This is an optimization exercise on Yosys and OpenROAD, whose aim is small area, a short achievable clock period and few clock cycles per item, not a production implementation.

yarrow:
==> module rf_read_port, before the edit <==
module rf_read_port(ra, we, wa, wd, rall, rd);
    input [4:0] ra;
    input we;
    input [4:0] wa;
    input [7:0] wd;
    input [255:0] rall;
    output [7:0] rd;
    wire byp, nbyp;
    wire [3:0] nlo;
    wire [7:0] nhi;
    rf_bypass BYP(.ra(ra), .we(we), .wa(wa), .byp(byp), .nbyp(nbyp));
    rf_predecode PDEC(.ra(ra), .nlo(nlo), .nhi(nhi));
    wire [31:0] s;
    assign s[0] = 1'b0;
    genvar i, b;
    generate
        for (i = 1; i < 32; i = i + 1) begin : g_sel
            rf_nor2 SEL(.a(nlo[i % 4]), .b(nhi[i / 4]), .y(s[i]));
        end
        for (b = 0; b < 8; b = b + 1) begin : g_bit
            wire [10:0] g;
            wire [2:0] p;
            wire t, nwd;
            for (i = 0; i < 10; i = i + 1) begin : g_aoi
                rf_a222oi AOI(.a1(s[3*i+1]), .a2(rall[8*(3*i+1)+b]),
                              .b1(s[3*i+2]), .b2(rall[8*(3*i+2)+b]),
                              .c1(s[3*i+3]), .c2(rall[8*(3*i+3)+b]), .y(g[i]));
            end
            rf_nand2 AOI1(.a(s[31]), .b(rall[8*31+b]), .y(g[10]));
            rf_nand4 N0(.a(g[0]), .b(g[1]), .c(g[2]), .d(g[3]), .y(p[0]));
            rf_nand4 N1(.a(g[4]), .b(g[5]), .c(g[6]), .d(g[7]), .y(p[1]));
            rf_nand3 N2(.a(g[8]), .b(g[9]), .c(g[10]), .y(p[2]));
            rf_nor3 T(.a(p[0]), .b(p[1]), .c(p[2]), .y(t));
            rf_inv IW(.a(wd[b]), .y(nwd));
            rf_o22ai O(.a1(t), .a2(byp), .b1(nbyp), .b2(nwd), .y(rd[b]));
        end
    endgenerate
endmodule
==> module processor, before the edit <==
module processor(clk, rst, max_pc, imem_addr, imem_data, dmem_addr, dmem_data, done, out);
    input clk, rst;
    input [7:0] max_pc;
    output [7:0] imem_addr;
    input [31:0] imem_data;
    output [3:0] dmem_addr;
    input [7:0] dmem_data;
    output reg done;
    output [7:0] out;
    reg       e_valid;           
    reg       e_beq, e_bne;      
    reg       e_eql, e_eqh;      
    reg [7:0] e_tgt;             
    reg [7:0] e_seq;             
    reg [7:0] e_a, e_b;          
    reg [4:0] e_wa;              
    reg       e_jal, e_slt, e_lw;
    wire [7:0] npc, npc_out;
    next_pc NPOL(.eql(e_eql), .eqh(e_eqh), .beq(e_beq), .bne(e_bne),
                 .tgt(e_tgt[3:0]), .seq(e_seq[3:0]), .npc(npc_out[3:0]));
    next_pc NPOH(.eql(e_eql), .eqh(e_eqh), .beq(e_beq), .bne(e_bne),
                 .tgt(e_tgt[7:4]), .seq(e_seq[7:4]), .npc(npc_out[7:4]));
    next_pc NPIL(.eql(e_eql), .eqh(e_eqh), .beq(e_beq), .bne(e_bne),
                 .tgt(e_tgt[3:0]), .seq(e_seq[3:0]), .npc(npc[3:0]));
    next_pc NPIH(.eql(e_eql), .eqh(e_eqh), .beq(e_beq), .bne(e_bne),
                 .tgt(e_tgt[7:4]), .seq(e_seq[7:4]), .npc(npc[7:4]));
    wire [7:0] sum   = e_a + e_b;
    wire       lt    = $signed(e_a) < $signed(e_b);
    wire [7:0] wd    = e_lw  ? dmem_data :
                       e_jal ? e_tgt :
                       e_slt ? {7'd0, lt} : sum;
    wire       finish = e_valid & (npc >= max_pc);
    assign imem_addr = npc_out;
    assign dmem_addr = sum[3:0];
    reg [7:0] rf [1:31];
    wire [255:0] rall;
    wire [7:0] wd_m = rst ? 8'd0 : wd;
    assign rall[7:0] = 8'd0;
    genvar i;
    generate
        for (i = 1; i < 32; i = i + 1) begin : g_rf
            always @(posedge clk)
                if (rst || e_wa == i)
                    rf[i] <= wd_m;
            assign rall[8 * i +: 8] = rf[i];
        end
    endgenerate
    assign out = rf[4];
    wire [4:0] f_rs = imem_data[25:21];
    wire [4:0] f_rt = imem_data[20:16];
    wire       e_we = (e_wa != 5'd0);
    wire [7:0] f_a, f_b;     
    rf_read_port RPA(.ra(f_rs), .we(e_we), .wa(e_wa), .wd(wd), .rall(rall), .rd(f_a));
    rf_read_port RPB(.ra(f_rt), .we(e_we), .wa(e_wa), .wd(wd), .rall(rall), .rd(f_b));
    wire [5:0] f_op = imem_data[31:26];
    wire [5:0] f_fn = imem_data[5:0];
    wire [7:0] f_imm = imem_data[7:0];
    wire f_rtype = (f_op == 6'b000000);
    wire f_slt   = f_rtype && f_fn == 6'b101010;
    wire f_addu  = f_rtype && f_fn == 6'b100001;
    wire f_jr    = f_rtype && f_fn == 6'b001000;
    wire f_jal   = (f_op == 6'b000011);
    wire f_addiu = (f_op == 6'b001001);
    wire f_beq   = (f_op == 6'b000100);
    wire f_bne   = (f_op == 6'b000101);
    wire f_lw    = (f_op == 6'b100011);
    wire [4:0] f_wa = (f_slt | f_addu)  ? imem_data[15:11] :
                      (f_addiu | f_lw)  ? f_rt :
                      f_jal             ? 5'd31 : 5'd0;
    wire [7:0] f_seq = f_jal ? f_imm : f_jr ? f_a : npc + 8'd1;
    wire go = ~rst & ~done & ~finish;
    always @(posedge clk) begin
        e_tgt  <= npc + (f_jal ? 8'd4 : f_imm);
        e_a    <= f_a;
        e_b    <= (f_addiu | f_lw) ? f_imm : f_b;
        e_slt  <= f_slt;
        e_lw   <= f_lw;
        e_jal  <= f_jal;
        e_eql  <= (f_a[3:0] == f_b[3:0]);
        e_eqh  <= (f_a[7:4] == f_b[7:4]);
        if (rst) begin
            e_valid <= 1'b0;
            e_wa    <= 5'd0;
            e_beq   <= 1'b0;
            e_bne   <= 1'b0;
            e_seq   <= 8'd0;
            done    <= 1'b0;
        end else begin
            e_valid <= go;
            e_wa    <= go ? f_wa : 5'd0;
            e_beq   <= f_beq;
            e_bne   <= f_bne;
            e_seq   <= f_seq;
            if (finish) done <= 1'b1;
        end
    end
endmodule
==> flow/config.mk <==
export PLATFORM = sky130hd
export DESIGN_NAME = processor
export DESIGN_NICKNAME = processor
export VERILOG_FILES = /design/flow/design.v
export SDC_FILE = /design/flow/constraint.sdc
export NUM_CORES = 4
export LEC_CHECK = 0
export CAP_MARGIN = 20
export CORE_MARGIN = 2
export CORE_UTILIZATION = 40
export PLACE_DENSITY = 0.6
export SETUP_SLACK_MARGIN = 3.2
export SLEW_MARGIN = 20
export SYNTH_HIERARCHICAL = 1
export SYNTH_MINIMUM_KEEP_SIZE = 0
==> flow/constraint.sdc <==
create_clock -name core_clock -period 6.0 [get_ports {clk}]
set_input_delay 1.2000 -clock core_clock [delete_from_list [all_inputs] [get_ports {clk}]]
set_output_delay 1.2000 -clock core_clock [all_outputs]
set_load 0.01 [all_outputs]
standard.sh (not shown) runs the stock make flow with config.mk's settings and CLKGATE_MAP_FILE= SYNTH_SCRIPT=/design/flow/synth_recipe.tcl, a recipe that flattens the netlist after the stock synthesis.
==> flow/flow/run.sh <==
#!/bin/bash
# The standard layout, with strong buffers on the ports (in place of the
# delay cells buffer_ports picks by default) and cell sizing in repair not
# held to the original cell's footprint.
set -euo pipefail
export BUFFER_PORTS_ARGS="-buffer_cell sky130_fd_sc_hd__buf_4"
bash standard.sh MATCH_CELL_FOOTPRINT=0 finish > standard.log 2>&1
yarrow: no failed stages, no open violations at the end
What garnet does differently from yarrow at the input level:
-- flow/design.v --
<<< yarrow, line 1
module rf_read_port(ra, we, wa, wd, rall, rd);
    input [4:0] ra;
    input we;
>>> garnet, line 1
module rf_read_port(ra, we, wa, wd, rall, rd, rdn_raw, byp);
    input [4:0] ra;
    input we;
<<< yarrow, line 6
    input [255:0] rall;
    output [7:0] rd;
    wire byp, nbyp;
    wire [3:0] nlo;
    wire [7:0] nhi;
>>> garnet, line 6
    input [255:0] rall;
    output [7:0] rd;
    output [7:0] rdn_raw;        
    output byp;                  
    wire nbyp;
    wire [3:0] nlo;
    wire [7:0] nhi;
<<< yarrow, line 34
            rf_inv IW(.a(wd[b]), .y(nwd));
            rf_o22ai O(.a1(t), .a2(byp), .b1(nbyp), .b2(nwd), .y(rd[b]));
        end
    endgenerate
>>> garnet, line 36
            rf_inv IW(.a(wd[b]), .y(nwd));
            rf_o22ai O(.a1(t), .a2(byp), .b1(nbyp), .b2(nwd), .y(rd[b]));
            assign rdn_raw[b] = t;
        end
    endgenerate
<<< yarrow, line 115
    reg [4:0] e_wa;              
    reg       e_jal, e_slt, e_lw;
    wire [7:0] npc, npc_out;
    next_pc NPOL(.eql(e_eql), .eqh(e_eqh), .beq(e_beq), .bne(e_bne),
                 .tgt(e_tgt[3:0]), .seq(e_seq[3:0]), .npc(npc_out[3:0]));
    next_pc NPOH(.eql(e_eql), .eqh(e_eqh), .beq(e_beq), .bne(e_bne),
                 .tgt(e_tgt[7:4]), .seq(e_seq[7:4]), .npc(npc_out[7:4]));
    next_pc NPIL(.eql(e_eql), .eqh(e_eqh), .beq(e_beq), .bne(e_bne),
                 .tgt(e_tgt[3:0]), .seq(e_seq[3:0]), .npc(npc[3:0]));
    next_pc NPIH(.eql(e_eql), .eqh(e_eqh), .beq(e_beq), .bne(e_bne),
                 .tgt(e_tgt[7:4]), .seq(e_seq[7:4]), .npc(npc[7:4]));
    wire [7:0] sum   = e_a + e_b;
>>> garnet, line 118
    reg [4:0] e_wa;              
    reg       e_jal, e_slt, e_lw;
    wire [7:0] npc;              
    next_pc NPCL(.eql(e_eql), .eqh(e_eqh), .beq(e_beq), .bne(e_bne),
                 .tgt(e_tgt[3:0]), .seq(e_seq[3:0]), .npc(npc[3:0]));
    next_pc NPCH(.eql(e_eql), .eqh(e_eqh), .beq(e_beq), .bne(e_bne),
                 .tgt(e_tgt[7:4]), .seq(e_seq[7:4]), .npc(npc[7:4]));
    wire [7:0] sum   = e_a + e_b;
<<< yarrow, line 130
                       e_slt ? {7'd0, lt} : sum;
    wire       finish = e_valid & (npc >= max_pc);
    assign imem_addr = npc_out;
    assign dmem_addr = sum[3:0];
    reg [7:0] rf [1:31];
>>> garnet, line 129
                       e_slt ? {7'd0, lt} : sum;
    wire       finish = e_valid & (npc >= max_pc);
    assign imem_addr = npc;
    assign dmem_addr = sum[3:0];
    reg [7:0] rf [1:31];
<<< yarrow, line 150
    wire       e_we = (e_wa != 5'd0);
    wire [7:0] f_a, f_b;     
    rf_read_port RPA(.ra(f_rs), .we(e_we), .wa(e_wa), .wd(wd), .rall(rall), .rd(f_a));
    rf_read_port RPB(.ra(f_rt), .we(e_we), .wa(e_wa), .wd(wd), .rall(rall), .rd(f_b));
    wire [5:0] f_op = imem_data[31:26];
    wire [5:0] f_fn = imem_data[5:0];
>>> garnet, line 149
    wire       e_we = (e_wa != 5'd0);
    wire [7:0] f_a, f_b;     
    wire [7:0] f_an, f_bn;   
    wire       f_ba, f_bb;   
    rf_read_port RPA(.ra(f_rs), .we(e_we), .wa(e_wa), .wd(wd), .rall(rall), .rd(f_a),
                     .rdn_raw(f_an), .byp(f_ba));
    rf_read_port RPB(.ra(f_rt), .we(e_we), .wa(e_wa), .wd(wd), .rall(rall), .rd(f_b),
                     .rdn_raw(f_bn), .byp(f_bb));
    wire [7:0] x_ab = f_an ^ f_bn;       
    wire [7:0] x_wb = ~(wd ^ f_bn);      
    wire [7:0] x_aw = ~(wd ^ f_an);      
    wire f_eql = f_ba ? (f_bb | ~|x_wb[3:0]) : (f_bb ? ~|x_aw[3:0] : ~|x_ab[3:0]);
    wire f_eqh = f_ba ? (f_bb | ~|x_wb[7:4]) : (f_bb ? ~|x_aw[7:4] : ~|x_ab[7:4]);
    wire [5:0] f_op = imem_data[31:26];
    wire [5:0] f_fn = imem_data[5:0];
<<< yarrow, line 176
        e_lw   <= f_lw;
        e_jal  <= f_jal;
        e_eql  <= (f_a[3:0] == f_b[3:0]);
        e_eqh  <= (f_a[7:4] == f_b[7:4]);
        if (rst) begin
            e_valid <= 1'b0;
>>> garnet, line 184
        e_lw   <= f_lw;
        e_jal  <= f_jal;
        e_eql  <= f_eql;
        e_eqh  <= f_eqh;
        if (rst) begin
            e_valid <= 1'b0;
--- outcome ---
Sort yarrow and garnet by post-route minimum period, ascending, and yarrow comes first. On multi-input combinational cell area: between yarrow and garnet, it ends up higher for garnet. garnet closes out successfully: all stages finished, all timing, DRC and antenna checks passed. | clock buffer and inverter area fraction after layout | garnet vs yarrow | 0.20 points lower |. yarrow and garnet ended up with roughly the same clock distribution power. garnet vs. yarrow: clock-buffer cell count has increased, final weighted congestion of routability-driven global placement fell 0.93%, synthesized cell count increased by 7.0% relative to the old numbers. yarrow ended up with or3_4 as its worst-path cell with the longest stage delay; garnet ended up with a222oi_1.
Function was not checked in any run of this note: the RTL went through the layout flow alone.

[static timing again, ports no longer ideal]
The flow's constraints put no driver on any port. The routed layouts listed below were extracted and timed again, unchanged, in two steps.
Step 1 (the two cells are an assumption about what drives the block):
set clk [get_ports {clk}]
set_driving_cell -lib_cell sky130_fd_sc_hd__clkbuf_16 $clk
set_driving_cell -lib_cell sky130_fd_sc_hd__buf_2 [delete_from_list [all_inputs] $clk]
Step 2 adds t to the input delays and takes it off the output delays; t is the mean of the earliest and latest rising clock arrival at the registers after step 1. Input paths then give back, and output paths get back, about the clock's delay inside the block.
a / b / c = ideal / step 1 / step 2; a / b = the first two.
run	t (ns)	setup WS [ns]	worst setup path after step 2	clock arrival spread, ns	worst data-port slew with drivers (ns)
yarrow	0.620	2.796 / 2.746 / 2.156	input to register	0.016 / 0.016	0.18
garnet	0.635	2.532 / 2.485 / 1.850	input to register	0.014 / 0.014	0.16
After both steps every run listed still meets setup and hold. For garnet, which loses most, drivers alone change the setup slack by -0.047 ns; drivers and shift together by -0.682 ns.
